Background: an optimization exercise with open tools, aiming at small area. Do not read the settings as production practice.
The RTL was checked by simulation tests, not by an equivalence proof against the original design.
Power is estimated from default activity; no workload was simulated.

==> flow/design.v <==
module tetris_main(clk, rst, c, Btn_Left, Btn_Right, Btn_Down, Btn_Spin,
                   gs_ent, dirty, g_ps, g_q, g_p, g_o, Score);
	input clk, rst;
	input [1:0] c;
	input Btn_Left, Btn_Right, Btn_Down, Btn_Spin;
	output [49:0] gs_ent;      
	output reg dirty;          
	output [4:0] g_ps;         
	output [4:0] g_q;          
	output [3:0] g_p;          
	output [3:0] g_o;          
	output reg [15:0] Score;   
	localparam S_Start = 4'd0, S_Initialize = 4'd1, S_GenerateNewPiece = 4'd2, S_Idle = 4'd3,
	           S_MoveLeft = 4'd4, S_MoveRight = 4'd5, S_Spin = 4'd6, S_SpinCorrection = 4'd7,
	           S_Wait = 4'd8, S_Tick = 4'd9, S_CleanFullRows = 4'd10, S_CleanEmptyRows = 4'd11,
	           S_CheckLoss = 4'd12, S_GameOver = 4'd13;
	localparam OP_NONE = 3'd0, OP_CLR = 3'd1, OP_SETTLE = 3'd2, OP_CLRROW = 3'd3, OP_SHIFT = 3'd4, OP_ROTP = 3'd5;
	wire ce = (c == 2'd1);
	wire [1:0] ge = c ^ 2'd2;    
	reg [3:0] Game_State;
	reg [6:0] Game_State_Counter;
	reg [2:0] Row_Elim_Counter;
	reg [11:0] Game_Clock_Counter;
	reg [2:0] Random_Counter;
	reg [4:0] PS;
	reg [4:0] SA_q;
	reg [3:0] SA_p;
	reg [2:0] op_r;
	reg [3:0] o;               
	assign g_o = o;
	reg acc1, acc2;
	reg [49:0] gW, gA, gB, gC;
	assign gs_ent = gC;
	assign g_ps = PS;
	assign g_q = SA_q;
	assign g_p = SA_p;
	wire [15:0] psd;
	assign psd[0] = 1'b0;
	assign psd[1] = 1'b0;
	assign psd[2] = (PS == 5'd2);
	assign psd[3] = 1'b0;
	assign psd[4] = 1'b0;
	assign psd[5] = (PS == 5'd5) | (PS == 5'd6) | (PS == 5'd8) | (PS == 5'd10) | (PS == 5'd15);
	assign psd[6] = (PS == 5'd2) | (PS == 5'd4) | (PS == 5'd6) | (PS == 5'd8) | (PS == 5'd12) | (PS == 5'd14) | (PS == 5'd17) | (PS == 5'd18) | (PS == 5'd19);
	assign psd[7] = (PS == 5'd4) | (PS == 5'd7) | (PS == 5'd9) | (PS == 5'd12);
	assign psd[8] = (PS == 5'd3);
	assign psd[9] = (PS == 5'd1) | (PS == 5'd3) | (PS == 5'd4) | (PS == 5'd5) | (PS == 5'd9) | (PS == 5'd10) | (PS == 5'd11) | (PS == 5'd13) | (PS == 5'd15) | (PS == 5'd16) | (PS == 5'd18) | (PS == 5'd19);
	assign psd[10] = (PS == 5'd1) | (PS == 5'd2) | (PS == 5'd3) | (PS == 5'd4) | (PS == 5'd5) | (PS == 5'd6) | (PS == 5'd7) | (PS == 5'd8) | (PS == 5'd9) | (PS == 5'd11) | (PS == 5'd12) | (PS == 5'd13) | (PS == 5'd14) | (PS == 5'd15) | (PS == 5'd16) | (PS == 5'd17) | (PS == 5'd18) | (PS == 5'd19);
	assign psd[11] = (PS == 5'd3) | (PS == 5'd6) | (PS == 5'd7) | (PS == 5'd9) | (PS == 5'd11) | (PS == 5'd13) | (PS == 5'd15) | (PS == 5'd16) | (PS == 5'd17) | (PS == 5'd18);
	assign psd[12] = 1'b0;
	assign psd[13] = (PS == 5'd1) | (PS == 5'd10) | (PS == 5'd11) | (PS == 5'd14);
	assign psd[14] = (PS == 5'd1) | (PS == 5'd2) | (PS == 5'd5) | (PS == 5'd7) | (PS == 5'd8) | (PS == 5'd10) | (PS == 5'd12) | (PS == 5'd14) | (PS == 5'd16) | (PS == 5'd17) | (PS == 5'd19);
	assign psd[15] = (PS == 5'd13);
	wire [4:0] ps_spin;
	assign ps_spin[0] = (PS == 5'd1) | (PS == 5'd2) | (PS == 5'd4) | (PS == 5'd6) | (PS == 5'd8) | (PS == 5'd10) | (PS == 5'd12) | (PS == 5'd14) | (PS == 5'd16) | (PS == 5'd18);
	assign ps_spin[1] = (PS == 5'd2) | (PS == 5'd3) | (PS == 5'd6) | (PS == 5'd7) | (PS == 5'd9) | (PS == 5'd10) | (PS == 5'd13) | (PS == 5'd14) | (PS == 5'd17) | (PS == 5'd18);
	assign ps_spin[2] = (PS == 5'd4) | (PS == 5'd5) | (PS == 5'd6) | (PS == 5'd7) | (PS == 5'd12) | (PS == 5'd13) | (PS == 5'd14) | (PS == 5'd15);
	assign ps_spin[3] = (PS == 5'd8) | (PS == 5'd9) | (PS == 5'd10) | (PS == 5'd11) | (PS == 5'd12) | (PS == 5'd13) | (PS == 5'd14) | (PS == 5'd15);
	assign ps_spin[4] = (PS == 5'd16) | (PS == 5'd17) | (PS == 5'd18) | (PS == 5'd19);
	wire [4:0] ps_new;
	assign ps_new[0] = (Random_Counter == 3'd0);
	assign ps_new[1] = (Random_Counter == 3'd1) || (Random_Counter == 3'd3);
	assign ps_new[2] = (Random_Counter == 3'd2) || (Random_Counter == 3'd3) || (Random_Counter == 3'd5);
	assign ps_new[3] = (Random_Counter == 3'd4) || (Random_Counter == 3'd5);
	assign ps_new[4] = (Random_Counter == 3'd6) || (Random_Counter == 3'd7);
	reg [8:0] tdec;
	always @(*) begin : tdecode
		integer i;
		for (i = -4; i <= 4; i = i + 1)
			tdec[i + 4] = (ge == 2'd0 && SA_q == 3 - i) || (ge == 2'd1 && SA_q == 8 - i) ||
			              (ge == 2'd2 && SA_q == 13 - i) || (ge == 2'd3 && SA_q == 18 - i);
	end
	wire [9:0] pdec;
	assign pdec[0] = !SA_p[3] && SA_p[2:0] == 3'd0;
	assign pdec[1] = !SA_p[3] && SA_p[2:0] == 3'd1;
	assign pdec[2] = SA_p[2:0] == 3'd2;
	assign pdec[3] = SA_p[2:0] == 3'd3;
	assign pdec[4] = SA_p[2:0] == 3'd4;
	assign pdec[5] = SA_p[2:0] == 3'd5;
	assign pdec[6] = SA_p[2:0] == 3'd6;
	assign pdec[7] = SA_p[2:0] == 3'd7;
	assign pdec[8] = SA_p[3] && !SA_p[0];
	assign pdec[9] = SA_p[3] && SA_p[0];
	reg [3:0] N [0:5];
	always @(*) begin : nibsel
		integer w, m;
		for (w = -1; w <= 4; w = w + 1) begin
			N[w + 1] = 4'b0;
			for (m = 0; m < 4; m = m + 1)
				if (tdec[m - w + 4]) N[w + 1] = N[w + 1] | psd[4 * m +: 4];
		end
	end
	wire [3:0] wr = {SA_p[3] || SA_p[2:0] == 3'd7, SA_p[3], SA_p[3] && SA_p[0], 1'b0};    
	reg [3:0] M [0:4];
	always @(*) begin : geom
		integer w, j;
		for (w = 0; w < 5; w = w + 1)
			for (j = 0; j < 4; j = j + 1)
				M[w][j] = wr[j] ? N[w][j] : N[w + 1][j];
	end
	reg [3:0] ok1, ok2;
	always @(*) begin : colprof
		integer m, j;
		for (j = 0; j < 4; j = j + 1) begin
			ok1[j] = 1'b0; ok2[j] = 1'b0;
			for (m = 0; m < 4; m = m + 1) begin
				if (SA_q <= 22 - m) ok1[j] = ok1[j] | psd[4 * m + j];
				if (SA_q <= 21 - m) ok2[j] = ok2[j] | psd[4 * m + j];
			end
		end
	end
	wire colL  = (ok1[0] & pdec[9]) | (ok1[1] & pdec[8]) | (ok1[2] & pdec[7]) | (ok1[3] & pdec[6]);
	wire colL2 = (ok1[0] & pdec[8]) | (ok1[1] & pdec[7]) | (ok1[2] & pdec[6]) | (ok1[3] & pdec[5]);
	wire colR  = (ok1[0] & pdec[0]) | (ok2[1] & pdec[9]) | (ok2[2] & pdec[8]) | (ok2[3] & pdec[7]);
	wire colR2 = (ok1[0] & pdec[1]) | (ok1[1] & pdec[0]) | (ok2[2] & pdec[9]) | (ok2[3] & pdec[8]);
	reg [4:0] bsel;
	always @(*) begin
		case (Game_State)
			S_CleanFullRows:  bsel = 5'd21 - Game_State_Counter[4:0];
			S_CleanEmptyRows: bsel = 5'd19 - Game_State_Counter[4:0];
			default:          bsel = 5'd0;
		endcase
	end
	reg [1:0] bg; reg [2:0] bw;
	always @(*) begin
		if (bsel >= 20) begin bg = 2'd0; bw = 3'd5; end    
		else if (bsel >= 15) begin bg = 2'd3; bw = bsel - 5'd15; end
		else if (bsel >= 10) begin bg = 2'd2; bw = bsel - 5'd10; end
		else if (bsel >= 5) begin bg = 2'd1; bw = bsel - 5'd5; end
		else begin bg = 2'd0; bw = bsel[2:0]; end
	end
	wire bsel_top = (bsel >= 20);
	reg [4:0] r_eq, r_ge, r_chk;
	always @(*) begin : rowcmp
		integer w;
		for (w = 0; w < 5; w = w + 1) begin
			r_eq[w] = !bsel_top && (ge == bg) && (bw == w);
			r_ge[w] = !bsel_top && ((ge > bg) || ((ge == bg) && (w >= bw)));
			if (w < 4) r_chk[w] = !bsel_top && (ge == bg) && (bw == w + 1);
			else r_chk[w] = (bsel_top && bsel == 5'd20 && ge == 2'd3) || (!bsel_top && (bg == ge + 2'd1) && (ge != 2'd3) && (bw == 3'd0));
		end
	end
	wire clr_all = rst | dirty | (op_r == OP_CLR);
	wire op_set = !clr_all && (op_r == OP_SETTLE);
	wire op_crow = !clr_all && (op_r == OP_CLRROW);
	wire op_shf = !clr_all && (op_r == OP_SHIFT);
	reg [49:0] T;
	always @(*) begin : xform
		integer w;
		reg [9:0] above, cr, rc;
		reg keep, sh;
		for (w = 0; w < 5; w = w + 1) begin
			if (w < 4) above = gC[10 * (w + 1) +: 10];
			else above = (ge == 2'd3) ? 10'b0 : gB[9:0];
			cr = gC[10 * w +: 10];
			case (op_r)
				OP_ROTP: rc = {cr[0], cr[9:1]};
				default: rc = cr;
			endcase
			sh = op_shf & r_ge[w];
			keep = !clr_all & !(op_crow & r_eq[w]) & !sh;
			T[10 * w +: 10] = (rc & {10{keep}}) | (above & {10{sh}}) | ({6'b0, M[w]} & {10{op_set}});
		end
	end
	reg hitL, hitR, hitT, hitS, hitF, hitE;
	always @(*) begin : checks
		integer w;
		reg [9:0] below, tr;
		reg [3:0] pr;
		hitL = 1'b0; hitR = 1'b0; hitT = 1'b0; hitS = 1'b0; hitF = 1'b0; hitE = 1'b0;
		for (w = 0; w < 5; w = w + 1) begin
			tr = T[10 * w +: 10];
			pr = M[w];
			if (w > 0) below = T[10 * (w - 1) +: 10];
			else below = (ge == 2'd0) ? 10'h3ff : gW[49:40];
			hitS = hitS | (|(tr[3:0] & pr));
			hitT = hitT | (|(below[3:0] & pr));
			hitL = hitL | (|(tr[4:1] & pr));
			hitR = hitR | (|({tr[2:0], tr[9]} & pr));
			hitF = hitF | (r_chk[w] & (&tr));
			hitE = hitE | (r_chk[w] & ~(|tr));
		end
	end
	wire row19_ne = |T[49:40];    
	wire spin_off = (o != SA_p);
	wire hit1 = (Game_State == S_SpinCorrection) ? (spin_off ? hitR : hitS) : (Game_State == S_Tick) ? hitT :
	            (Game_State == S_CleanFullRows) ? hitF : hitL;
	wire hit2 = (Game_State == S_CleanEmptyRows) ? hitE : hitR;
	wire f1 = acc1 | hit1, f2 = acc2 | hit2;
	wire fL = f1, fS = f1, fT = f1, fF = f1, fR = f2, fE = f2;
	always @(posedge clk) begin
		acc1 <= ((c == 2'd2) ? 1'b0 : acc1) | hit1;
		acc2 <= ((c == 2'd2) ? 1'b0 : acc2) | hit2;
	end
	always @(posedge clk) begin
		gW <= T;
		gA <= gW;
		gB <= gA;
		gC <= gB;
	end
	always @(posedge clk)
		if (rst) dirty <= 1'b1;
		else if (c == 2'd2) dirty <= 1'b0;
	reg [15:0] score_next;
	always @(*) begin : bcd
		reg [3:0] o, t, h, th, o2, t2;
		reg c0, c1, c2, wrap;
		reg [4:0] ts;
		reg [2:0] d;
		o = Score[3:0]; t = Score[7:4]; h = Score[11:8]; th = Score[15:12];
		c0 = 1'b0;
		if (Row_Elim_Counter == 3'd1 || Row_Elim_Counter == 3'd2 || Row_Elim_Counter == 3'd3) begin
			c0 = (o >= 4'd5);
			o = c0 ? o - 4'd5 : o + 4'd5;
		end
		d[0] = (Row_Elim_Counter == 3'd2);
		d[1] = (Row_Elim_Counter == 3'd3);
		d[2] = (Row_Elim_Counter == 3'd4);
		ts = t + d + c0;
		c1 = (ts >= 5'd10);
		t = c1 ? ts - 5'd10 : ts[3:0];
		c2 = c1 && (h == 4'd9);
		h = c1 ? ((h == 4'd9) ? 4'd0 : h + 4'd1) : h;
		th = th + c2;
		wrap = (th == 4'd8) && (h[1] || (h[0] && t == 4'd9 && o >= 4'd2));
		if (wrap) begin
			o2 = (o >= 4'd2) ? o - 4'd2 : o + 4'd8;
			t2 = (o >= 4'd2) ? ((t == 4'd9) ? 4'd0 : t + 4'd1) : t;
			score_next = {8'd0, t2, o2};
		end
		else score_next = {th, h, t, o};
	end
	reg [2:0] sa_op;
	reg [3:0] pn; reg [1:0] qop; reg [4:0] qc;
	always @(*) begin
		pn = SA_p; qop = 2'd0; qc = 5'd0;
		case (sa_op)
			3'd1: begin pn = 4'd3; qop = 2'd3; qc = 5'd21; end
			3'd2: if (SA_p == 4'd9) begin pn = 4'd0; qop = 2'd1; end
			      else if (SA_q == 5'd25 && SA_p == 4'd5) begin pn = 4'd0; qop = 2'd3; qc = 5'd0; end
			      else pn = SA_p + 4'd1;
			3'd3: if (SA_p == 4'd0) begin
			          if (SA_q == 5'd0) begin pn = 4'd5; qop = 2'd3; qc = 5'd25; end
			          else begin pn = 4'd9; qop = 2'd2; end
			      end
			      else pn = SA_p - 4'd1;
			3'd4: begin pn = 4'd0; qop = 2'd1; end
			3'd5: qop = 2'd1;
			3'd6: if (SA_q == 5'd0) begin
			          qop = 2'd3;
			          if (SA_p <= 4'd3) begin pn = SA_p + 4'd6; qc = 5'd24; end
			          else begin pn = SA_p - 4'd4; qc = 5'd25; end
			      end
			      else qop = 2'd2;
			default: ;
		endcase
	end
	reg [2:0] op_n;
	always @(*) begin
		sa_op = 3'd0;
		case (Game_State)
			S_GenerateNewPiece: if (Game_State_Counter == 0) sa_op = 3'd1;
			S_MoveLeft: sa_op = 3'd2;
			S_MoveRight: sa_op = 3'd3;
			S_SpinCorrection:
				if (Game_State_Counter[0] == 0) begin
					if (colL && colR) begin
						if (colL2 && colR2) sa_op = 3'd4;
						else if (!colL2) sa_op = 3'd2;
						else if (!colR2) sa_op = 3'd3;
					end
					else if (fS) sa_op = 3'd5;
				end
			S_Tick: if (!fT) sa_op = 3'd6;
			default: ;
		endcase
	end
	always @(posedge clk) begin
		if (ce) begin
			SA_p <= pn;
			case (qop)
				2'd1: SA_q <= SA_q + 5'd1;
				2'd2: SA_q <= SA_q - 5'd1;
				2'd3: SA_q <= qc;
				default: ;
			endcase
		end
	end
	always @(posedge clk) begin
		if (rst) begin
			Game_State <= S_Start;
			Score <= 16'd0;
			PS <= 5'd0;
			Random_Counter <= 3'd0;
			Game_Clock_Counter <= 12'd0;
		end
		else if (ce) begin
			Random_Counter <= (Random_Counter == 3'b110) ? 3'b0 : Random_Counter + 1'b1;
			if (Game_State == S_Idle)
				Game_Clock_Counter <= Game_Clock_Counter[10:0] + 12'd5;
			else if (Game_State == S_Spin)
				Game_Clock_Counter <= 12'd0;
			case (Game_State)
				S_Start: begin
					if (Btn_Spin) Game_State <= S_Initialize;
				end
				S_Initialize: begin
					Score <= 16'd0;
					Game_State <= S_GenerateNewPiece;
				end
				S_GenerateNewPiece: begin
					if (Game_State_Counter == 0) PS <= ps_new;
					if (Game_State_Counter >= 2) Game_State <= S_Idle;
				end
				S_Idle: begin
					if (Btn_Spin) Game_State <= S_Spin;
					else if (Btn_Left) begin
						if (!colL && !fL) Game_State <= S_MoveLeft;
					end
					else if (Btn_Right) begin
						if (!colR && !fR) Game_State <= S_MoveRight;
					end
					else if (Game_Clock_Counter[11] || Btn_Down) Game_State <= S_Tick;
				end
				S_MoveLeft: Game_State <= S_Wait;
				S_MoveRight: Game_State <= S_Wait;
				S_Spin: begin
					if (Game_State_Counter == 0) PS <= ps_spin;
					if (Game_State_Counter >= 3) Game_State <= S_SpinCorrection;
				end
				S_SpinCorrection: begin
					if (Game_State_Counter[0] == 0 && !(colL && colR) && !fS) Game_State <= S_Wait;
				end
				S_Wait: begin
					if (Game_State_Counter == 0) Game_State <= S_Idle;
				end
				S_Tick: begin
					if (fT) Game_State <= S_CleanFullRows;
					else Game_State <= S_Wait;
				end
				S_CleanFullRows: begin
					if (Game_State_Counter > 21) begin
						Score <= score_next;
						Game_State <= S_CleanEmptyRows;
					end
				end
				S_CleanEmptyRows: begin
					if (Game_State_Counter >= 18) Game_State <= S_CheckLoss;
				end
				S_CheckLoss: begin
					if (row19_ne) Game_State <= S_GameOver;
					else Game_State <= S_GenerateNewPiece;
				end
				S_GameOver: begin
					if (Btn_Spin) Game_State <= S_Initialize;
				end
				default: Game_State <= S_Start;
			endcase
		end
	end
	always @(posedge clk) begin
		if (ce) begin
			op_n = OP_NONE;
			case (Game_State)
				S_Start: begin
					op_n = OP_CLR;
					if (Btn_Spin) Game_State_Counter <= 7'd0;
				end
				S_Initialize: begin
					op_n = OP_CLR;
					Game_State_Counter <= 7'd0;
				end
				S_GenerateNewPiece: begin
					if (Game_State_Counter < 2) Game_State_Counter <= Game_State_Counter + 1'b1;
					else Game_State_Counter <= 7'd0;
				end
				S_Idle: begin
					if (Btn_Spin || (!Btn_Left && !Btn_Right && (Game_Clock_Counter[11] || Btn_Down)))
						Game_State_Counter <= 7'd0;
				end
				S_MoveLeft, S_MoveRight: Game_State_Counter <= 7'd1;
				S_Spin: begin
					if (Game_State_Counter < 3) Game_State_Counter <= Game_State_Counter + 1'b1;
					else Game_State_Counter <= 7'd0;
				end
				S_SpinCorrection: begin
					if (Game_State_Counter[0] == 0 && !(colL && colR) && !fS) Game_State_Counter <= 7'd1;
					else Game_State_Counter <= Game_State_Counter + 1'b1;
				end
				S_Wait: begin
					if (Game_State_Counter != 0) Game_State_Counter <= Game_State_Counter + 1'b1;
				end
				S_Tick: begin
					if (fT) begin
						op_n = OP_SETTLE;
						Game_State_Counter <= 7'd0;
					end
					else Game_State_Counter <= 7'd1;
				end
				S_CleanFullRows: begin
					if (Game_State_Counter == 0)
						Row_Elim_Counter <= 3'd0;
					else if (Game_State_Counter <= 20 && fF) begin
						op_n = OP_CLRROW;
						Row_Elim_Counter <= Row_Elim_Counter + 1'b1;
					end
					if (Game_State_Counter > 21) Game_State_Counter <= 7'd0;
					else Game_State_Counter <= Game_State_Counter + 1'b1;
				end
				S_CleanEmptyRows: begin
					if (Game_State_Counter <= 18 && fE) op_n = OP_SHIFT;
					if (Game_State_Counter < 18) Game_State_Counter <= Game_State_Counter + 1'b1;
					else Game_State_Counter <= 7'd0;
				end
				S_CheckLoss: begin
					if (!row19_ne) Game_State_Counter <= 7'd0;
				end
				default: ;
			endcase
			op_r <= op_n;
			if (op_n == OP_CLR) o <= 4'd3;
			else if (op_n == OP_NONE && (sa_op == 3'd2 || sa_op == 3'd4 ||
			         (Game_State == S_SpinCorrection ? (SA_p == o_inc) : (rot_t != o)))) begin
				op_r <= OP_ROTP;
				o <= o_inc;
			end
		end
	end
	wire [3:0] o_inc = (o[3] && o[0]) ? 4'd0 : o + 4'd1;
	wire post_settle = (Game_State == S_CleanFullRows) || (Game_State == S_CleanEmptyRows) ||
	                   (Game_State == S_CheckLoss) || (Game_State == S_GameOver) || (Game_State == S_GenerateNewPiece);
	wire [3:0] rot_t = post_settle ? 4'd3 : SA_p;
endmodule
`timescale 1ns / 1ps
module tetris_vga2(
	clk, rst, c, hlo, dirty,
	gs_ent, g_ps, g_q, g_p, g_o,
	HSync, VSync,
	R, G, B
    );
	input clk;
	input rst;
	input [1:0] c;
	input [3:0] hlo;           
	input dirty;
	input [49:0] gs_ent;
	input [4:0] g_ps;
	input [4:0] g_q;
	input [3:0] g_p;
	input [3:0] g_o;
	output reg HSync;
	output reg VSync;
	output wire [2:0] R;
	output wire [2:0] G;
	output wire [1:0] B;
	reg r2, r1, g2, g0;
	assign R = {r2, r1, r1};
	assign G = {g2, g2, g0};
	assign B = {g0, g0};
	reg [5:0] HorizontalCounterHi;
	wire [9:0] HorizontalCounter = {HorizontalCounterHi, hlo};
	reg [9:0] VerticalCounter;
	wire pxl_ce = (c == 2'd1);
	wire hsync_fall = pxl_ce && (HorizontalCounter == 10'd0);
	wire frame_start = hsync_fall && (VerticalCounter == 0);
	always @(posedge clk) begin
		if (rst)
			HorizontalCounterHi <= 0;
		else if (pxl_ce && hlo == 4'd15) begin
			if (HorizontalCounterHi < 6'd49)
				HorizontalCounterHi <= HorizontalCounterHi + 1'b1;
			else
				HorizontalCounterHi <= 0;
		end
	end
	always @(posedge clk) begin
		if (rst)
			HSync <= 1'b1;
		else if (pxl_ce)
			HSync <= !(HorizontalCounter < 96);
	end
	always @(posedge clk) begin
		if (rst)
			VerticalCounter <= 0;
		else if (hsync_fall) begin
			if (VerticalCounter < 524)
				VerticalCounter <= VerticalCounter + 1'b1;
			else
				VerticalCounter <= 0;
		end
	end
	always @(posedge clk) begin
		if (rst)
			VSync <= 1'b0;
		else if (pxl_ce)
			VSync <= !(VerticalCounter < 2);
	end
	reg [49:0] vW, vA, vB, vC;
	reg ld;
	reg blank;
	reg [4:0] s_ps;
	reg [4:0] s_q;
	reg [3:0] s_p;
	reg [3:0] s_o;
	always @(posedge clk) begin
		vW <= ld ? gs_ent : vC;
		vA <= vW;
		vB <= vA;
		vC <= vB;
	end
	always @(posedge clk)
		if (pxl_ce) ld <= frame_start;
	always @(posedge clk) begin
		if (rst) blank <= 1'b1;
		else if (frame_start && !dirty) blank <= 1'b0;
	end
	wire pre2 = pxl_ce && (VerticalCounter == 10'd0) && (HorizontalCounter == 10'd798);
	wire pre1 = pxl_ce && (VerticalCounter == 10'd0) && (HorizontalCounter == 10'd799);
	always @(posedge clk) begin
		if (pre2) s_ps <= g_ps;
		if (pre1) begin
			s_q <= g_q;
			s_p <= g_p;
		end
		if (frame_start) s_o <= g_o;
	end
	wire [9:0] H = HorizontalCounter;
	wire [9:0] V = VerticalCounter;
	wire [4:0] vq = V[8:4] + (V[3:0] >= 4'd13);
	wire [4:0] drow = (V <= 10'd108) ? 5'd19 : 5'd25 - vq;
	reg [1:0] dgrp; reg [2:0] dw;
	always @(*) begin
		if (drow >= 15) begin dgrp = 2'd3; dw = drow - 5'd15; end
		else if (drow >= 10) begin dgrp = 2'd2; dw = drow - 5'd10; end
		else if (drow >= 5) begin dgrp = 2'd1; dw = drow - 5'd5; end
		else begin dgrp = 2'd0; dw = drow[2:0]; end
	end
	wire [3:0] dcol = ~H[7:4];    
	wire [1:0] wgrp = (c - 2'd1) ^ 2'd2;    
	reg [9:0] vrow;
	always @(*)
		case (dw)
			3'd0: vrow = vW[9:0];
			3'd1: vrow = vW[19:10];
			3'd2: vrow = vW[29:20];
			3'd3: vrow = vW[39:30];
			default: vrow = vW[49:40];
		endcase
	wire [3:0] scol = (dcol >= s_o) ? dcol - s_o : dcol + 4'd10 - s_o;
	wire vbit = vrow[scol];
	reg cap;
	always @(posedge clk)
		if (wgrp == dgrp) cap <= vbit;
	wire abit = ((dgrp == 2'd2) ? vbit : cap) & !blank;
	wire [15:0] sd;
	assign sd[0] = 1'b0;
	assign sd[1] = 1'b0;
	assign sd[2] = (s_ps == 5'd2);
	assign sd[3] = 1'b0;
	assign sd[4] = 1'b0;
	assign sd[5] = (s_ps == 5'd5) | (s_ps == 5'd6) | (s_ps == 5'd8) | (s_ps == 5'd10) | (s_ps == 5'd15);
	assign sd[6] = (s_ps == 5'd2) | (s_ps == 5'd4) | (s_ps == 5'd6) | (s_ps == 5'd8) | (s_ps == 5'd12) | (s_ps == 5'd14) | (s_ps == 5'd17) | (s_ps == 5'd18) | (s_ps == 5'd19);
	assign sd[7] = (s_ps == 5'd4) | (s_ps == 5'd7) | (s_ps == 5'd9) | (s_ps == 5'd12);
	assign sd[8] = (s_ps == 5'd3);
	assign sd[9] = (s_ps == 5'd1) | (s_ps == 5'd3) | (s_ps == 5'd4) | (s_ps == 5'd5) | (s_ps == 5'd9) | (s_ps == 5'd10) | (s_ps == 5'd11) | (s_ps == 5'd13) | (s_ps == 5'd15) | (s_ps == 5'd16) | (s_ps == 5'd18) | (s_ps == 5'd19);
	assign sd[10] = (s_ps == 5'd1) | (s_ps == 5'd2) | (s_ps == 5'd3) | (s_ps == 5'd4) | (s_ps == 5'd5) | (s_ps == 5'd6) | (s_ps == 5'd7) | (s_ps == 5'd8) | (s_ps == 5'd9) | (s_ps == 5'd11) | (s_ps == 5'd12) | (s_ps == 5'd13) | (s_ps == 5'd14) | (s_ps == 5'd15) | (s_ps == 5'd16) | (s_ps == 5'd17) | (s_ps == 5'd18) | (s_ps == 5'd19);
	assign sd[11] = (s_ps == 5'd3) | (s_ps == 5'd6) | (s_ps == 5'd7) | (s_ps == 5'd9) | (s_ps == 5'd11) | (s_ps == 5'd13) | (s_ps == 5'd15) | (s_ps == 5'd16) | (s_ps == 5'd17) | (s_ps == 5'd18);
	assign sd[12] = 1'b0;
	assign sd[13] = (s_ps == 5'd1) | (s_ps == 5'd10) | (s_ps == 5'd11) | (s_ps == 5'd14);
	assign sd[14] = (s_ps == 5'd1) | (s_ps == 5'd2) | (s_ps == 5'd5) | (s_ps == 5'd7) | (s_ps == 5'd8) | (s_ps == 5'd10) | (s_ps == 5'd12) | (s_ps == 5'd14) | (s_ps == 5'd16) | (s_ps == 5'd17) | (s_ps == 5'd19);
	assign sd[15] = (s_ps == 5'd13);
	wire [5:0] k = {1'b0, drow} + 6'd3 - {1'b0, s_q};
	reg [3:0] nmain, nwrap;
	always @(*) begin
		case (k)
			6'd0: begin nmain = sd[3:0]; nwrap = 4'b0; end
			6'd1: begin nmain = sd[7:4]; nwrap = sd[3:0]; end
			6'd2: begin nmain = sd[11:8]; nwrap = sd[7:4]; end
			6'd3: begin nmain = sd[15:12]; nwrap = sd[11:8]; end
			6'd4: begin nmain = 4'b0; nwrap = sd[15:12]; end
			default: begin nmain = 4'b0; nwrap = 4'b0; end
		endcase
	end
	wire [4:0] jd = {1'b0, dcol} - {1'b0, s_p};    
	reg bbit0;
	wire bbit = bbit0 & !blank;
	always @(*) begin
		case (jd)
			5'd0: bbit0 = nmain[0];
			5'd1: bbit0 = nmain[1];
			5'd2: bbit0 = nmain[2];
			5'd3: bbit0 = nmain[3];
			5'd22: bbit0 = nwrap[0];    
			5'd23: bbit0 = nwrap[1];    
			5'd24: bbit0 = nwrap[2];    
			5'd25: bbit0 = nwrap[3];    
			default: bbit0 = 1'b0;
		endcase
	end
	always @(posedge clk) begin
		if (rst) begin
			r2 <= 1'b0; r1 <= 1'b0; g2 <= 1'b0; g0 <= 1'b0;
		end
		else if (pxl_ce) begin
			if (V < 76) begin
				r2 <= 1'b0; r1 <= 1'b0; g2 <= 1'b0; g0 <= 1'b0;
			end
			else if (V < 92 || (V >= 412 && V < 428)) begin
				if (H >= 336 && H < 528) begin
					r2 <= 1'b1; r1 <= 1'b1; g2 <= 1'b1; g0 <= 1'b1;
				end
				else begin
					r2 <= 1'b0; r1 <= 1'b0; g2 <= 1'b0; g0 <= 1'b0;
				end
			end
			else if (V < 412) begin
				if (H < 336 || H >= 528) begin
					r2 <= 1'b0; r1 <= 1'b0; g2 <= 1'b0; g0 <= 1'b0;
				end
				else if (H < 352 || H >= 512) begin
					r2 <= 1'b1; r1 <= 1'b1; g2 <= 1'b1; g0 <= 1'b1;
				end
				else begin
					r2 <= abit & bbit;
					r1 <= bbit;
					g2 <= abit & !bbit;
					g0 <= abit ^ bbit;
				end
			end
			else begin
				r2 <= 1'b0; r1 <= 1'b0; g2 <= 1'b0; g0 <= 1'b0;
			end
		end
	end
endmodule
`timescale 1ns / 1ps
module tetris_seg(clk, rst, num, c, hlo, seg, an);
	input clk, rst;
	input [15:0] num;        
	output [1:0] c;          
	output [3:0] hlo;        
	output [7:0] seg;
	output reg [3:0] an;
	reg [12:0] divider;
	assign c = divider[1:0];
	assign hlo = divider[5:2];
	wire scan_ce = (divider == 13'h0FFF);
	reg [3:0] dec_bcd;
	reg [3:0] pend;
	always @(posedge clk)
		if (rst) divider <= 13'd0;
		else divider <= divider + 1'b1;
	wire [3:0] an_next = {an[2:0], an[3] & ~(&an[2:0])};
	reg [3:0] digit;
	always @(*)
		case (an_next)
			4'b1110: digit = num[7:4];
			4'b1101: digit = num[11:8];
			4'b1011: digit = num[15:12];
			default: digit = num[3:0];
		endcase
	always @(posedge clk) begin
		if (rst) begin
			an <= 4'b1111;
			dec_bcd <= 4'd0;
			pend <= 4'd0;
		end
		else if (scan_ce) begin
			an <= an_next;
			dec_bcd <= pend;
			pend <= digit;
		end
	end
	assign seg[7] = 1'b1;
	assign seg[0] = !((dec_bcd == 4'd0) | (dec_bcd == 4'd2) | (dec_bcd == 4'd3) | (dec_bcd == 4'd5) | (dec_bcd == 4'd6) | (dec_bcd == 4'd7) | (dec_bcd == 4'd8) | (dec_bcd == 4'd9));
	assign seg[1] = !((dec_bcd == 4'd0) | (dec_bcd == 4'd1) | (dec_bcd == 4'd2) | (dec_bcd == 4'd3) | (dec_bcd == 4'd4) | (dec_bcd == 4'd7) | (dec_bcd == 4'd8) | (dec_bcd == 4'd9));
	assign seg[2] = !((dec_bcd == 4'd0) | (dec_bcd == 4'd1) | (dec_bcd == 4'd3) | (dec_bcd == 4'd4) | (dec_bcd == 4'd5) | (dec_bcd == 4'd6) | (dec_bcd == 4'd7) | (dec_bcd == 4'd8) | (dec_bcd == 4'd9));
	assign seg[3] = !((dec_bcd == 4'd0) | (dec_bcd == 4'd2) | (dec_bcd == 4'd3) | (dec_bcd == 4'd5) | (dec_bcd == 4'd6) | (dec_bcd == 4'd8) | (dec_bcd == 4'd9));
	assign seg[4] = !((dec_bcd == 4'd0) | (dec_bcd == 4'd2) | (dec_bcd == 4'd6) | (dec_bcd == 4'd8));
	assign seg[5] = !((dec_bcd == 4'd0) | (dec_bcd == 4'd4) | (dec_bcd == 4'd5) | (dec_bcd == 4'd6) | (dec_bcd == 4'd8) | (dec_bcd == 4'd9));
	assign seg[6] = !((dec_bcd == 4'd2) | (dec_bcd == 4'd3) | (dec_bcd == 4'd4) | (dec_bcd == 4'd5) | (dec_bcd == 4'd6) | (dec_bcd == 4'd8) | (dec_bcd == 4'd9));
endmodule
`timescale 1ns / 1ps
module Tetris_top(
	clk,
	rst,
	btnL,
	btnR,
	btnD,
	btnS,
	HSync,
	VSync,
	R,
	G,
	B,
	Seg,
	An
    );
	input clk, rst, btnL, btnR, btnD, btnS;
	output HSync, VSync;
	output [2:0] R;
	output [2:0] G;
	output [1:0] B;
	output [7:0] Seg;
	output [3:0] An;
	wire [1:0] c;
	wire [3:0] hlo;
	wire dirty;
	wire [49:0] gs_ent;
	wire [4:0] g_ps, g_q;
	wire [3:0] g_p, g_o;
	wire [15:0] score;
	tetris_main M_TET(.clk(clk), .rst(rst), .c(c), .Btn_Left(btnL), .Btn_Right(btnR), .Btn_Down(btnD),
		.Btn_Spin(btnS), .gs_ent(gs_ent), .dirty(dirty), .g_ps(g_ps), .g_q(g_q), .g_p(g_p), .g_o(g_o), .Score(score));
	tetris_vga2 M_VGA(.clk(clk), .rst(rst), .c(c), .hlo(hlo), .dirty(dirty), .gs_ent(gs_ent), .g_ps(g_ps), .g_q(g_q),
		.g_p(g_p), .g_o(g_o), .HSync(HSync), .VSync(VSync), .R(R), .G(G), .B(B));
	tetris_seg  M_SEG(.clk(clk), .rst(rst), .num(score), .c(c), .hlo(hlo), .seg(Seg), .an(An));
endmodule
==> flow/flow/run.sh <==
#!/bin/bash
# Layout flow: the standard flow, with one extra step after the standard
# synthesis.  The combinational logic of the synthesized netlist is mapped a
# second time with a stronger ABC script (flow/remap.tcl, flow/remap.abc);
# the registers of the standard synthesis are kept as they are (same cells,
# same names).  Then the standard flow continues from that netlist.
# Each tool's output goes to a log file of its own in this folder.
set -euo pipefail
HERE=$PWD
RES=$HERE/orfs/results/$FLOW_PLATFORM/Tetris_top/base

# 1. standard synthesis
bash standard.sh "$RES/1_2_yosys.v" > 1_synth_standard.log 2>&1
cp "$RES/1_2_yosys.v" "$HERE/1_2_yosys_standard.v"

# 2. second mapping of the combinational logic, repeated on its own result
#    (passes cycle through flow/remap.abc, remap_c.abc and remap_b.abc); the
#    smallest netlist is kept.  A pass whose result is implausibly small (under 70% of
#    the standard synthesis) is not kept.
export REMAP_LIB=$FLOW_HOME/platforms/$FLOW_PLATFORM/lib/sky130_fd_sc_hd__tt_025C_1v80.lib
export REMAP_SCRIPT=$HERE/flow/remap.abc
export REMAP_CONSTR=$HERE/flow/remap.constr
export REMAP_PERIOD_PS=$(awk "BEGIN{print int($FLOW_PERIOD_NS*1000)}")
prev=$HERE/1_2_yosys_standard.v
best=""; best_area=""
std_area=$(awk '/Chip area for module/ {print $NF}' "$HERE/orfs/reports/$FLOW_PLATFORM/Tetris_top/base/synth_stat.txt" 2>/dev/null || true)
for i in $(seq 1 20); do
  case $(( i % 4 )) in
    0) export REMAP_SCRIPT=$HERE/flow/remap_b.abc ;;
    2) export REMAP_SCRIPT=$HERE/flow/remap_c.abc ;;
    *) export REMAP_SCRIPT=$HERE/flow/remap.abc ;;
  esac
  export REMAP_IN=$prev
  export REMAP_OUT=$HERE/1_2_yosys_remap$i.v
  export REMAP_STAT=$HERE/remap_stat$i.txt
  if ! yosys -c flow/remap.tcl > 2_remap$i.log 2>&1; then
    echo "pass $i: failed" >> 2_remap_summary.log
    continue
  fi
  area=$(awk '/Chip area for module/ {print $NF}' "$REMAP_STAT" 2>/dev/null || true)
  if [[ -z "$area" ]]; then
    echo "pass $i: no area" >> 2_remap_summary.log
    continue
  fi
  echo "pass $i: area $area" >> 2_remap_summary.log
  if [[ -n "$std_area" ]] && awk "BEGIN{exit !($area < 0.7 * $std_area)}"; then
    echo "pass $i: result rejected (standard synthesis $std_area)" >> 2_remap_summary.log
    continue
  fi
  if [[ -z "$best" ]] || awk "BEGIN{exit !($area < $best_area)}"; then
    best=$REMAP_OUT; best_area=$area
  fi
  prev=$REMAP_OUT
done
# 2b. from the smallest netlist so far, a few passes of ABC's &deepsyn
#     (flow/remap_ds.abc.in) with different random seeds; again the smallest
#     netlist is kept
if [[ -n "$best" ]]; then
  base=$best
  for seed in 3 11 5 0 7 13 19 23; do
    sed "s/SEED/$seed/" flow/remap_ds.abc.in > remap_ds_$seed.abc
    export REMAP_SCRIPT=$HERE/remap_ds_$seed.abc
    export REMAP_IN=$base
    export REMAP_OUT=$HERE/1_2_yosys_remap_ds$seed.v
    export REMAP_STAT=$HERE/remap_stat_ds$seed.txt
    if ! timeout 600 yosys -c flow/remap.tcl > 2_remap_ds$seed.log 2>&1; then
      echo "deepsyn seed $seed: failed" >> 2_remap_summary.log
      continue
    fi
    area=$(awk '/Chip area for module/ {print $NF}' "$REMAP_STAT" 2>/dev/null || true)
    if [[ -z "$area" ]]; then
      echo "deepsyn seed $seed: no area" >> 2_remap_summary.log
      continue
    fi
    echo "deepsyn seed $seed: area $area" >> 2_remap_summary.log
    if [[ -n "$std_area" ]] && awk "BEGIN{exit !($area < 0.7 * $std_area)}"; then
      echo "deepsyn seed $seed: result rejected (standard synthesis $std_area)" >> 2_remap_summary.log
      continue
    fi
    if awk "BEGIN{exit !($area < $best_area)}"; then
      best=$REMAP_OUT; best_area=$area
    fi
  done
fi
if [[ -z "$best" ]]; then best=$HERE/1_2_yosys_standard.v; best_area=$std_area; fi
echo "kept $best ($best_area)" >> 2_remap_summary.log
cp "$best" "$RES/1_2_yosys.v"
touch "$RES/1_2_yosys.v"

# 3. the rest of the standard flow, from the re-mapped netlist (with the
#    clock tree options of flow/cts_args.txt, if there is one)
if [[ -f flow/cts_args.txt ]]; then
  export CTS_ARGS="$(cat flow/cts_args.txt)"
fi
bash standard.sh > 3_layout_standard.log 2>&1
==> flow/flow/cts_args.txt <==
-sink_clustering_enable -repair_clock_nets -sink_clustering_size 16 -sink_clustering_max_diameter 80 -buf_list sky130_fd_sc_hd__clkbuf_8 -dont_use_dummy_load
==> flow/flow/remap.abc <==
strash
dc2
dch -f
&get -n
&nf -R 1000 -p -F 8 -C 32
&put
mfs -a
strash
dc2
dch -f
&get -n
&nf -R 1000 -p -F 8 -C 32
&put
mfs -a
strash
dc2
dch -f
&get -n
&nf -R 1000 -p -F 8 -C 32
&put
mfs -a
strash
dch -f
&get -n
&nf -R 1000 -p -F 8 -C 32
&put
topo
==> flow/flow/remap.constr <==
set_driving_cell sky130_fd_sc_hd__buf_1
set_load 5
==> flow/flow/remap.tcl <==
# Second mapping of the combinational logic of the standard synthesis netlist
# with a stronger ABC script.  The sequential cells (their instances and
# names) are kept as they are; only the logic between them is re-mapped.
yosys -import
set lib $::env(REMAP_LIB)
read_liberty -ignore_miss_func $lib
read_verilog $::env(REMAP_IN)
hierarchy -top Tetris_top
# keep the sequential cells
foreach m [split [string trim [tee -q -s result.string select -list-mod =sky130_fd_sc_hd__*df* =sky130_fd_sc_hd__*dl*]] "\n"] {
  setattr -mod -set keep_hierarchy 1 $m
}
flatten
opt_clean -purge
techmap
opt -fast -purge
# the platform's don't-use cells (platforms/sky130hd/config.mk)
set dont_use {}
foreach c {sky130_fd_sc_hd__probe_p_8 sky130_fd_sc_hd__probec_p_8 sky130_fd_sc_hd__lpflow_bleeder_1
           sky130_fd_sc_hd__lpflow_clkbufkapwr_1 sky130_fd_sc_hd__lpflow_clkbufkapwr_16 sky130_fd_sc_hd__lpflow_clkbufkapwr_2
           sky130_fd_sc_hd__lpflow_clkbufkapwr_4 sky130_fd_sc_hd__lpflow_clkbufkapwr_8 sky130_fd_sc_hd__lpflow_clkinvkapwr_1
           sky130_fd_sc_hd__lpflow_clkinvkapwr_16 sky130_fd_sc_hd__lpflow_clkinvkapwr_2 sky130_fd_sc_hd__lpflow_clkinvkapwr_4
           sky130_fd_sc_hd__lpflow_clkinvkapwr_8 sky130_fd_sc_hd__lpflow_decapkapwr_12 sky130_fd_sc_hd__lpflow_decapkapwr_3
           sky130_fd_sc_hd__lpflow_decapkapwr_4 sky130_fd_sc_hd__lpflow_decapkapwr_6 sky130_fd_sc_hd__lpflow_decapkapwr_8
           sky130_fd_sc_hd__lpflow_inputiso0n_1 sky130_fd_sc_hd__lpflow_inputiso0p_1 sky130_fd_sc_hd__lpflow_inputiso1n_1
           sky130_fd_sc_hd__lpflow_inputiso1p_1 sky130_fd_sc_hd__lpflow_inputisolatch_1 sky130_fd_sc_hd__lpflow_isobufsrc_1
           sky130_fd_sc_hd__lpflow_isobufsrc_16 sky130_fd_sc_hd__lpflow_isobufsrc_2 sky130_fd_sc_hd__lpflow_isobufsrc_4
           sky130_fd_sc_hd__lpflow_isobufsrc_8 sky130_fd_sc_hd__lpflow_isobufsrckapwr_16 sky130_fd_sc_hd__lpflow_lsbuf_lh_hl_isowell_tap_1
           sky130_fd_sc_hd__lpflow_lsbuf_lh_hl_isowell_tap_2 sky130_fd_sc_hd__lpflow_lsbuf_lh_hl_isowell_tap_4
           sky130_fd_sc_hd__lpflow_lsbuf_lh_isowell_4 sky130_fd_sc_hd__lpflow_lsbuf_lh_isowell_tap_1
           sky130_fd_sc_hd__lpflow_lsbuf_lh_isowell_tap_2 sky130_fd_sc_hd__lpflow_lsbuf_lh_isowell_tap_4} {
  lappend dont_use -dont_use $c
}
abc -script $::env(REMAP_SCRIPT) -liberty $lib {*}$dont_use -constr $::env(REMAP_CONSTR) -D $::env(REMAP_PERIOD_PS)
opt_clean -purge
hilomap -singleton -hicell sky130_fd_sc_hd__conb_1 HI -locell sky130_fd_sc_hd__conb_1 LO
# (no insbuf: the floorplan step buffers every port anyway)
splitnets
opt_clean -purge
foreach m [split [string trim [tee -q -s result.string select -list-mod =sky130_fd_sc_hd__*]] "\n"] {
  blackbox $m
}
tee -o $::env(REMAP_STAT) stat -liberty $lib
write_verilog -noattr -nohex -nodec $::env(REMAP_OUT)
==> flow/flow/remap_b.abc <==
strash
dc2
dch -f
&get -n
&nf -R 1000
&put
mfs
strash
dch -f
&get -n
&nf -R 1000
&put
mfs
strash
dch -f
&get -n
&nf -R 1000
&put
topo
==> flow/flow/remap_c.abc <==
strash
dc2
dch -f
&get -n
&nf -R 1000 -p -F 8 -C 32
&put
mfs -a
strash
dc2
dch -f
&get -n
&nf -R 1000 -p -F 8 -C 32
&put
mfs -a
strash
dch -f
&get -n
&nf -R 1000 -p -F 8 -C 32
&put
topo
==> flow/flow/remap_ds.abc.in <==
strash
&get -n
&deepsyn -T 30 -S SEED
&put
strash
dch -f
&get -n
&nf -R 1000 -p -F 8 -C 32
&put
topo
==> flow/standard.sh <==
#!/bin/bash
# synth_recipe.tcl (not shown) runs the flow's synth.tcl, then flattens the netlist and writes it again
# the make line also repeats each setting of config.mk as NAME=value (left out here)
make -C /OpenROAD-flow-scripts/flow DESIGN_CONFIG=/design/flow/config.mk WORK_HOME=/design/flow/orfs CLKGATE_MAP_FILE= SYNTH_SCRIPT=/design/flow/synth_recipe.tcl "${@:-finish}"
==> flow/config.mk <==
export PLATFORM = sky130hd
export DESIGN_NAME = Tetris_top
export DESIGN_NICKNAME = Tetris_top
export VERILOG_FILES = /design/flow/design.v
export SDC_FILE = /design/flow/constraint.sdc
export NUM_CORES = 8
export LEC_CHECK = 0
export ABC_AREA = 1
export CAP_MARGIN = 20
export CORE_MARGIN = 2
export CORE_UTILIZATION = 55
export CTS_BUF_LIST = sky130_fd_sc_hd__clkbuf_8
export CTS_CLUSTER_DIAMETER = 80
export CTS_CLUSTER_SIZE = 16
export HOLD_SLACK_MARGIN = 0
export PLACE_DENSITY = 0.7
export SLEW_MARGIN = 20
==> flow/constraint.sdc <==
create_clock -name core_clock -period 12.0 [get_ports {clk}]
set_input_delay 2.4000 -clock core_clock [delete_from_list [all_inputs] [get_ports {clk}]]
set_output_delay 2.4000 -clock core_clock [all_outputs]
set_load 0.01 [all_outputs]
==> summary.md, run 1 <==
| Metric | Value |
|---|---|
| Slew Limit Fails | `0` |
| Global-route met1 utilization | `41.85%` |
| Synthesized instance count | `1,973` |
| Synth Area per Inst | `9.994 um^2` |
| DR pass1 iterations | `8` |
| Status | `no timing/DRC/antenna violations` |
| First-pass GRT wire length | `83,630 um` |
| Largest net degree at the start of global routing | `51` |
| Setup crit end kind | `flop` |
| LEAKAGE | `7.973 nW` |
| Antenna violations before repair | `1` |
| GR peak layer | `met1` |
| Met3 usage | `4.463%` |
| Port Buffer Count | `26` |
| Per-cell routed wire length | `21.33 um` |
| Hold_buf cts | `0` |
| CP max stage delay | `0.72 ns` |
| Worst Setup Path Type | `primary input to flop` |
| Die height | `193.3 um` |
| Clk Tree Root Cell | `clkbuf_8` |
| Setup TNS | `0 ns` |
| Mapped cell area | `0.01972 mm^2` |
| Met2 Use GR | `41.71%` |
| Placed cell area | `0.02075 mm^2` |
| Area Growth Syn to Fin | `8.141%` |
| GRT overflow | `0` |
| Footprint of the multi-input gates | `0.008362 mm^2` |
| # setup viols final | `0` |
| DR iter-0 viols | `1,718` |
| Reg2Reg Depth | `32` |
| Register Area | `0.01121 mm^2` |
| Fillers | `3,032` |
| WP depth | `27` |
| # rows | `69` |
| Fin util | `60.24%` |
| P per Cell Area | `128.7 mW/mm^2` |
| Routed Antenna Nets | `0` |
| CP max FO | `15` |
| Max-cap viol count | `0` |
| GRT Total Usage | `28.16%` |
| TritonCTS clock tree | `built` |
| CP max stage cell | `nor2b_1` |
| Reg clk slew, reported paths | `0.12 ns` |
| Clock Latency Late Sink | `0.61 ns` |
| CTS Buf Count | `40` |
| Hold-critical path depth | `0` |
| Sink Count | `537` |
| Post-route design area | `0.02132 mm^2` |
| Hold WC Path Type | `flop to flop` |
| Post-CTS Resized | `0` |
| Period utilization | `78.21%` |
| Clock tree buffer depth | `3` |
| DR vias | `15,910` |
| VDD IR-drop max | `0.0001191 V` |
| Worst slew pin tran | `1.113 ns` |
| # nets final | `2,069` |
| Reg2Reg Setup Slack | `3.03 ns` |
| Vias in the first global route | `14,640` |
| Final non-filler cell total | `2,522` |
| Syn. warnings | `5` |
| Die area | `0.03738 mm^2` |
| CP Data Required Time | `12.35 ns` |
| Post-CTS Setup Bufs | `0` |
| Pwr Total | `2.744 mW` |
| Delay-heaviest family, CP | `simple AND/OR/NAND/NOR gates` |
| Hold Fails Final Rpt | `0` |
| Clk_skew | `0.09886 ns` |
| RSZ-0062 raised after global routing | `no` |
| DP HPWL | `39,340 um` |
| Fmax | `106.5 MHz` |
| Critical Path AT | `9.74 ns` |
| Post-Route WL | `53,790 um` |
| Residual DRC count | `0` |
| H-tree depth | `2` |
| Diode count | `0` |
| Syn nets | `1,979` |
| Core ar. | `0.03540 mm^2` |
| Via/cell ratio | `6.307` |
| Layout cell share with drive strength beyond 1 | `3.493%` |
| Initial Util | `55.71%` |
| WP buf/inv | `4` |
| Cell Count Post-Placement | `2,482` |
| Startpoint Class | `primary input` |
| Worst slew margin | `25.24%` |
| Die Width | `193.3 um` |
| Final min period | `9.386 ns` |
| Num ports | `28` |
| Global placement routability congestion | `0.9426` |
[where the power goes]
group	internal [mW]	leakage (nW)	switching [mW]	total, mW
combinational	0.0288	3.32	0.0581	0.0870
sequential	1.81	4.36	0.0158	1.83
clock	0.300	0.288	0.528	0.828
[per-layer routing]
metal | vias up | wire length [um]
li1 | 7514 | -
met4 | 0 | 1515
met5 | - | 0
met1 | 7582 | 25000
met2 | 709 | 23030
met3 | 101 | 4253
[cell type report]
| class | instances | share of cell area [%] |
|---|---|---|
| clock buffers | 40 | 2.582 |
| multi-input cells | 1383 | 39.21 |
| inverters | 53 | 0.9329 |
| flip-flops and latches | 537 | 52.57 |
| repair buffers | 48 | 1.995 |
| well taps | 461 | 2.705 |
[layout by cell type, fill, tap and decap left out, types with 15 or more instances in the layout]
| cell | instances |
|---|---|
| buf_4 | 22 |
| a31oi_1 | 19 |
| a222oi_1 | 50 |
| clkinv_1 | 53 |
| edfxtp_1 | 46 |
| and3_1 | 23 |
| clkbuf_8 | 40 |
| dfxtp_1 | 491 |
| or2_0 | 16 |
| nor4_1 | 24 |
| o21ai_0 | 94 |
| a22o_1 | 15 |
| nand4_1 | 22 |
| a22oi_1 | 49 |
| clkdlybuf4s50_1 | 26 |
| xnor2_1 | 28 |
| xor2_1 | 16 |
| and2_0 | 21 |
| nand2b_1 | 39 |
| mux2_1 | 53 |
| nor2_1 | 151 |
| a21oi_1 | 133 |
| nor2b_1 | 32 |
| nand2_1 | 253 |
| nor3_1 | 77 |
| nand3_1 | 44 |
| a21o_1 | 16 |
[sequential cells by signal, summed over array words and instances, names as in the netlist, 6 cells and up]
signal                     flops
M_TET.gA                      50
M_TET.gB                      50
M_TET.gC                      50
M_TET.gW                      50
M_VGA.vA                      50
M_VGA.vB                      50
M_VGA.vC                      50
M_VGA.vW                      50
M_TET.Score                   16
M_SEG.divider                 13
M_TET.Game_Clock_Counter      12
M_VGA.VerticalCounter         10
M_TET.Game_State_Counter       7
M_VGA.HorizontalCounterHi      6
[through the flow]
step           setup slack, ns  hold slack (ns)
4_1_cts                  2.878           0.2548
3_5_place_dp             2.321           0.3121
5_1_grt                  1.903           0.2569
6_report                 2.614           0.2546
2_1_floorplan            2.320           0.3096
3_3_place_gp             2.522           0.3095
[worst paths after layout]
path                                                        from                       to
worst max-delay path                                         rst  M_TET.SA_p[2]$_DFFE_PP_
worst min-delay path                        M_TET.gA[44]$_DFF_P_     M_TET.gB[44]$_DFF_P_
worst max register to register  M_TET.Game_State[0]$_SDFFE_PP0P_  M_TET.SA_p[2]$_DFFE_PP_
worst min register to register              M_TET.gA[44]$_DFF_P_     M_TET.gB[44]$_DFF_P_
==> run 2, diff against run 1 <==
--- a/flow/flow/run.sh
+++ b/flow/flow/run.sh
@@ -59,3 +59,3 @@
   base=$best
-  for seed in 3 11 5 0 7 13 19 23; do
+  for seed in 3 11 5 0 7 13 19 23 29 31 37 41 43 47 53 59; do
     sed "s/SEED/$seed/" flow/remap_ds.abc.in > remap_ds_$seed.abc
==> run 2 against run 1 <==
Compared with the run above: sequential share of layout area increased by 0.093 points; total power decreased by 0.20%; wire length increased by 0.82%; design area decreased by 0.18%; synthesized cell count increased by 0.96%; highest routed layer unchanged; critical path type is now flop to flop; still clean on timing, DRC and antenna; count of clock-buffer cells in the layout decreased by 1; sequential power about the same; register-to-register slack got worse by 0.30 ns.
==> summary.md, run 2 <==
| Metric | Value |
|---|---|
| Slew Limit Fails | `0 (unchanged)` |
| Mapped cell area | `0.01971 mm^2 (was 0.01972 mm^2)` |
| Post-CTS Setup Bufs | `0 (unchanged)` |
| CTS Buf Count | `39 (was 40)` |
| First-pass GRT wire length | `83,940 um (was 83,630 um)` |
| Comb power frac | `3.1% (was 3.2%)` |
| Worst Setup Path Type | `flop to flop (was primary input to flop)` |
| CP most frequent cell | `nand2_1` |
| Area Growth Syn to Fin | `8.019% (was 8.141%)` |
| H-tree depth | `2 (unchanged)` |
| Layout cell share with drive strength beyond 1 | `3.266% (was 3.493%)` |
| Reg clk slew, reported paths | `0.11 ns (was 0.12 ns)` |
| DP HPWL | `40,030 um (was 39,340 um)` |
| Die height | `193.3 um (about the same)` |
| Cell Count Post-Placement | `2,504 (was 2,482)` |
| WP buf/inv | `1 (was 4)` |
| Status | `no timing/DRC/antenna violations (unchanged)` |
| Max-cap viol count | `0 (unchanged)` |
| Worst slew margin | `17.94% (was 25.24%)` |
| Antenna violations before repair | `0 (was 1)` |
| Footprint of the multi-input gates | `0.008289 mm^2 (was 0.008362 mm^2)` |
| Reg2Reg Setup Slack | `2.73 ns (was 3.03 ns)` |
| Int Power | `2.134 mW (was 2.142 mW)` |
| Post-Route WL | `54,240 um (was 53,790 um)` |
| Hold WC Path Type | `flop to flop (unchanged)` |
| Fmax | `107.8 MHz (was 106.5 MHz)` |
| Hold Fails Final Rpt | `0 (unchanged)` |
| Reg2Reg Depth | `34 (was 32)` |
| # nets final | `2,090 (was 2,069)` |
| Fillers | `3,061 (was 3,032)` |
| RR Startpoint | `M_TET.Game_State[1]$_SDFFE_PP0P_ (was M_TET.Game_State[0]$_SDFFE_PP0P_)` |
| Clock tree buffer depth | `3 (unchanged)` |
| Via/cell ratio | `6.260 (was 6.307)` |
| GRT Total Usage | `28.45% (was 28.16%)` |
| # setup viols final | `0 (unchanged)` |
| TritonCTS clock tree | `built (unchanged)` |
| Period utilization | `77.27% (was 78.21%)` |
| Num ports | `28 (unchanged)` |
| Final min period | `9.273 ns (was 9.386 ns)` |
| Hold-critical path depth | `0 (unchanged)` |
| Hold_buf cts | `0 (unchanged)` |
| Vias in the first global route | `14,950 (was 14,640)` |
| Die Width | `193.3 um (about the same)` |
| Initial Util | `55.67% (was 55.71%)` |
| Clk_skew | `0.02751 ns (was 0.09886 ns)` |
| Port Buffer Count | `26 (unchanged)` |
| Global placement routability congestion | `1.035 (was 0.9426)` |
| Clk Tree Root Cell | `clkbuf_8 (unchanged)` |
| DR iter-0 viols | `1,715 (was 1,718)` |
| Per-cell routed wire length | `21.33 um (about the same)` |
| Setup crit end kind | `flop (unchanged)` |
| Largest net degree at the start of global routing | `51 (unchanged)` |
| Hold Crit Start | `M_TET.gA[22]$_DFF_P_ (was M_TET.gA[44]$_DFF_P_)` |
| Die area | `0.03736 mm^2 (was 0.03738 mm^2)` |
| R2R Path End | `M_TET.SA_q[2]$_DFFE_PP_ (was M_TET.SA_p[2]$_DFFE_PP_)` |
| Clock power share | `30.1% (was 30.2%)` |
| Synth Area per Inst | `9.893 um^2 (was 9.994 um^2)` |
| Routed Antenna Nets | `0 (unchanged)` |
| Register Area | `0.01121 mm^2 (unchanged)` |
| Delay-heaviest family, CP | `simple AND/OR/NAND/NOR gates (unchanged)` |
| Residual DRC count | `0 (unchanged)` |
| Diode count | `0 (unchanged)` |
| Sink Count | `537 (unchanged)` |
| Setup TNS | `0 ns (unchanged)` |
| CP Data Required Time | `12.37 ns (was 12.35 ns)` |
| Post-CTS Resized | `0 (unchanged)` |
| NetSw | `0.6043 mW (was 0.6017 mW)` |
| CP max stage delay | `0.89 ns (was 0.72 ns)` |
| Synthesized instance count | `1,992 (was 1,973)` |
| Critical Path AT | `9.64 ns (was 9.74 ns)` |
| RSZ-0062 raised after global routing | `no (unchanged)` |
| # rows | `69 (unchanged)` |
| Startpoint Class | `flop (was primary input)` |
| Sequential power share | `66.8% (was 66.7%)` |
| Most frequent cells in the layout | `dfxtp_1, nand2_1, nor2_1, a21oi_1, o21ai_0 (unchanged)` |
| P per Cell Area | `128.7 mW/mm^2 (about the same)` |
| Worst slew pin tran | `1.218 ns (was 1.113 ns)` |
| Syn nets | `1,998 (was 1,979)` |
| Commonest non-fill, non-tap cell in the layout | `dfxtp_1 (unchanged)` |
| LEAKAGE | `7.813 nW (was 7.973 nW)` |
| CP max stage cell | `nor3_1 (was nor2b_1)` |
| Clock Latency Late Sink | `0.61 ns (about the same)` |
| VDD IR-drop max | `0.0001385 V (was 0.0001191 V)` |
| Final non-filler cell total | `2,543 (was 2,522)` |
| GRT overflow | `0 (unchanged)` |
| DR vias | `15,920 (was 15,910)` |
| Syn. warnings | `5 (unchanged)` |
| Core ar. | `0.03540 mm^2 (unchanged)` |
| DR pass1 iterations | `10 (was 8)` |
| Worst hold endpoint | `M_TET.gB[22]$_DFF_P_ (was M_TET.gB[44]$_DFF_P_)` |
| CP max FO | `16 (was 15)` |
| Switching Share | `22.06% (was 21.93%)` |
[run 2: changes by cell type in the layout (fill, tap and decap cells not counted), sizes merged, moves of 8 or more]
| cell | delta |
|---|---|
| nand3b | +8 |
| a222oi | -16 |
| o22ai | +14 |
| nand2b | -10 |
| a31oi | -10 |
| nand2 | -21 |
| nor2 | +48 |
| a22oi | -18 |
[run 2: how the worst max path moves through the flow]
stage                                                 from                      end  slack (ns)  depth (start not counted)
after floorplan                                        rst  M_TET.SA_q[2]$_DFFE_PP_        4.12                         25
after global placement                                 rst  M_TET.SA_q[1]$_DFFE_PP_        2.88                         26
after detailed placement                               rst  M_TET.SA_q[1]$_DFFE_PP_        2.70                         25
after CTS                 M_TET.Game_State[1]$_SDFFE_PP0P_  M_TET.SA_q[2]$_DFFE_PP_        3.02                         34
after global routing      M_TET.Game_State[1]$_SDFFE_PP0P_  M_TET.SA_q[2]$_DFFE_PP_        1.85                         33
final                     M_TET.Game_State[1]$_SDFFE_PP0P_  M_TET.SA_q[2]$_DFFE_PP_        2.73                         34
[run 2: layout make-up]
cell class / instances / share of cell area [%]
timing repair buffer: 51 / 2.104
tap: 461 / 2.710
sequential: 537 / 52.67
inverter: 60 / 1.058
multi-input combinational: 1395 / 38.94
clock buffer: 39 / 2.522
[run 2: metal layers]
metal  share of wire (%)  track usage, %
met4                 5.1           15.10
met2                  45           44.97
met3                 7.1           4.149
met1                  43           37.97
met5                   0               0
[run 2: worst register-to-register path: cells and delay by family, from the launching register on]
kind,cells,cell delay [ns]
AND/OR/NAND/NOR,21,5.75
flip-flops,1,0.64
AO/OA/AOI/OAI,11,2.41
XOR/XNOR,1,0.10
buffers and inverters,1,0.18
[run 2: power groups by stage]
stage / combinational (mW) / sequential, mW / clock [mW]
global placement: 0.0814 / 1.87 / 0
detailed placement: 0.0825 / 1.87 / 0
finish: 0.0841 / 1.83 / 0.825
floorplan: 0.0497 / 1.87 / 0
global route: 0.0922 / 1.83 / 0.906
CTS: 0.0829 / 1.83 / 0.847
[run 2: per-stage QoR]
step	setup slack, ns	total power, mW	util [%]	hold slack (ns)	area (um^2)
floorplan	4.119	1.920	-	0.3096	19710
global placement	2.876	1.952	58.60	0.3098	20740
detailed placement	2.695	1.954	58.60	0.3121	20740
finish	2.727	2.739	60.14	0.3130	21290
global route	1.854	2.831	60.14	0.3215	21290
CTS	3.022	2.759	60.12	0.3124	21280
==> run 3, diff against run 2 <==
==> flow/flow/cts_args.txt (replaced) <==
-sink_clustering_enable -repair_clock_nets -sink_clustering_size 18 -sink_clustering_max_diameter 80 -buf_list sky130_fd_sc_hd__clkbuf_8 -dont_use_dummy_load
==> run 3 against run 2 <==
Compared with the run above: still clean on timing, DRC and antenna; setup slack improved by 0.073 ns; sequential cell count unchanged; sequential power about the same; clock power decreased by 2%; core utilization decreased by 0.078 points; design area decreased by 0.13%; via count about the same; die area unchanged; wire length about the same; first-iteration DRC count increased by 1.7%; critical endpoint unchanged; largest cell class unchanged; largest power group unchanged.
==> summary.md, run 3 <==
| Metric | Value |
|---|---|
| Critical Path AT | `9.60 ns (was 9.64 ns)` |
| P per Cell Area | `128.2 mW/mm^2 (was 128.7 mW/mm^2)` |
| CP max stage cell | `nor3_1 (unchanged)` |
| Reg2Reg Depth | `34 (unchanged)` |
| RSZ-0062 raised after global routing | `no (unchanged)` |
| Area Growth Syn to Fin | `7.879% (was 8.019%)` |
| Synthesized instance count | `1,992 (unchanged)` |
| H-tree depth | `2 (unchanged)` |
| Fmax | `108.7 MHz (was 107.8 MHz)` |
| Setup TNS | `0 ns (unchanged)` |
| Via/cell ratio | `6.268 (was 6.260)` |
| DR vias | `15,930 (was 15,920)` |
| GRT overflow | `0 (unchanged)` |
| Pwr Total | `2.726 mW (was 2.739 mW)` |
| Antenna violations before repair | `0 (unchanged)` |
| # setup viols final | `0 (unchanged)` |
| LEAKAGE | `7.799 nW (was 7.813 nW)` |
| Post-Route WL | `54,210 um (was 54,240 um)` |
| CP Data Required Time | `12.40 ns (was 12.37 ns)` |
| Period utilization | `76.66% (was 77.27%)` |
| Commonest non-fill, non-tap cell in the layout | `dfxtp_1 (unchanged)` |
| Hold_ws | `0.2556 ns (was 0.3130 ns)` |
| RR Startpoint | `M_TET.Game_State[1]$_SDFFE_PP0P_ (unchanged)` |
| Reg2Reg Setup Slack | `2.80 ns (was 2.73 ns)` |
| Setup crit end kind | `flop (unchanged)` |
| Startpoint Class | `flop (unchanged)` |
| Max-cap viol count | `0 (unchanged)` |
| Final min period | `9.200 ns (was 9.273 ns)` |
| CP max FO | `16 (unchanged)` |
| Initial Util | `55.67% (unchanged)` |
| R2R Path End | `M_TET.SA_q[2]$_DFFE_PP_ (unchanged)` |
| Status | `no timing/DRC/antenna violations (unchanged)` |
| Post-CTS Setup Bufs | `0 (unchanged)` |
| Layout cell share with drive strength beyond 1 | `3.173% (was 3.266%)` |
| Per-cell routed wire length | `21.34 um (was 21.33 um)` |
| Hold WC Path Type | `flop to flop (unchanged)` |
| Clock tree buffer depth | `3 (unchanged)` |
| Post-CTS Resized | `0 (unchanged)` |
| Hold Fails Final Rpt | `0 (unchanged)` |
| Fin util | `60.06% (was 60.14%)` |
| Global placement routability congestion | `1.035 (unchanged)` |
| CP startpoint | `M_TET.Game_State[1]$_SDFFE_PP0P_ (unchanged)` |
| Die area | `0.03736 mm^2 (unchanged)` |
| First-pass GRT wire length | `84,010 um (was 83,940 um)` |
| CTS Buf Count | `37 (was 39)` |
| Cell Count Post-Placement | `2,504 (unchanged)` |
| Largest net degree at the start of global routing | `51 (unchanged)` |
| End point of the critical path | `M_TET.SA_q[2]$_DFFE_PP_ (unchanged)` |
| CP most frequent cell | `nand2_1 (unchanged)` |
| Core ar. | `0.03540 mm^2 (unchanged)` |
| Fillers | `3,064 (was 3,061)` |
| Sink Count | `537 (unchanged)` |
| Diode count | `0 (unchanged)` |
| DR iter-0 viols | `1,745 (was 1,715)` |
| # nets final | `2,088 (was 2,090)` |
| TritonCTS clock tree | `built (unchanged)` |
| Die Width | `193.3 um (unchanged)` |
| Worst slew pin tran | `1.115 ns (was 1.218 ns)` |
| Syn. warnings | `5 (unchanged)` |
| Synth Area per Inst | `9.893 um^2 (unchanged)` |
| Clk Tree Root Cell | `clkbuf_8 (unchanged)` |
| Slew Limit Fails | `0 (unchanged)` |
| Routed Antenna Nets | `0 (unchanged)` |
| Vias in the first global route | `14,930 (was 14,950)` |
| GRT Total Usage | `28.48% (was 28.45%)` |
| Most frequent cells in the layout | `dfxtp_1, nand2_1, nor2_1, a21oi_1, o21ai_0 (unchanged)` |
| Reg clk slew, reported paths | `0.12 ns (was 0.11 ns)` |
| Worst slew margin | `25.13% (was 17.94%)` |
| CP max stage delay | `0.88 ns (was 0.89 ns)` |
| Residual DRC count | `0 (unchanged)` |
| Syn nets | `1,998 (unchanged)` |
| Clock Latency Late Sink | `0.65 ns (was 0.61 ns)` |
| DR pass1 iterations | `12 (was 10)` |
| Worst Setup Path Type | `flop to flop (unchanged)` |
| VDD IR-drop max | `0.0001453 V (was 0.0001385 V)` |
| Final non-filler cell total | `2,541 (was 2,543)` |
| Die height | `193.3 um (unchanged)` |
| Port Buffer Count | `26 (unchanged)` |
| Clk_skew | `0.09456 ns (was 0.02751 ns)` |
| # rows | `69 (unchanged)` |
| Num ports | `28 (unchanged)` |
| Mapped cell area | `0.01971 mm^2 (unchanged)` |
| DP HPWL | `40,030 um (unchanged)` |
| Hold_buf cts | `0 (unchanged)` |
## run 3: changes by cell type in the layout (fill, tap and decap cells not counted)
cell and change:
clkbuf_8 -2
## run 3: worst min path at each step
stage / startpoint / to / slack [ns] / depth (start not counted)
finish: M_TET.gA[22]$_DFF_P_ / M_TET.gB[22]$_DFF_P_ / 0.26 / 0
CTS: M_TET.gB[21]$_DFF_P_ / M_TET.gC[21]$_DFF_P_ / 0.26 / 0
global route: M_TET.gB[21]$_DFF_P_ / M_TET.gC[21]$_DFF_P_ / 0.26 / 0
detailed placement: M_TET.gA[34]$_DFF_P_ / M_TET.gB[34]$_DFF_P_ / 0.31 / 0
global placement: M_TET.gA[44]$_DFF_P_ / M_TET.gB[44]$_DFF_P_ / 0.31 / 0
floorplan: M_TET.gW[0]$_DFF_P_ / M_TET.gA[0]$_DFF_P_ / 0.31 / 0
## run 3: power breakdown
group | total, mW | switching (mW) | leakage (nW) | internal (mW)
Combinational | 0.0838 | 0.0561 | 3.17 | 0.0277
Clock | 0.811 | 0.532 | 0.266 | 0.279
Sequential | 1.83 | 0.0168 | 4.36 | 1.81
Total | 2.73 | 0.605 | 7.80 | 2.12
## run 3: worst max-delay path, delay by kind of cell (launching register included)
kind                   cells  cell delay, ns
buffers and inverters      1            0.18
flip-flops                 1            0.64
AO/OA/AOI/OAI             11            2.40
AND/OR/NAND/NOR           21            5.69
XOR/XNOR                   1            0.10
## run 3: per-stage QoR
step / instance area, um^2 / setup WS, ns
floorplan: 19710 / 4.119
global placement: 20740 / 2.876
detailed placement: 20740 / 2.695
CTS: 21250 / 3.084
global route: 21260 / 1.910
finish: 21260 / 2.800
## run 3: area by class of cell
cell class                 count  area [um^2]  share of cell area, %
tap                          461        576.8                  2.713
multi-input combinational   1395         8289                  38.99
sequential                   537        11210                  52.73
timing repair buffer          51        447.9                  2.107
inverter                      60        225.2                  1.059
clock buffer                  37        509.2                  2.395
## run 3: layer usage
layer	share of wire [%]	track usage, %
met5	0	0
met4	4.8	13.97
met3	7.7	4.794
met2	45	45.52
met1	43	37.64

Re-timed with assumed drivers on the ports (clkbuf_16 on the clock, buf_2 on other inputs), run 3 has 2.800 ns of setup slack against 2.800 ns with ideal ports, and 2.516 ns once port delays also move by the mid clock arrival of 0.653 ns.
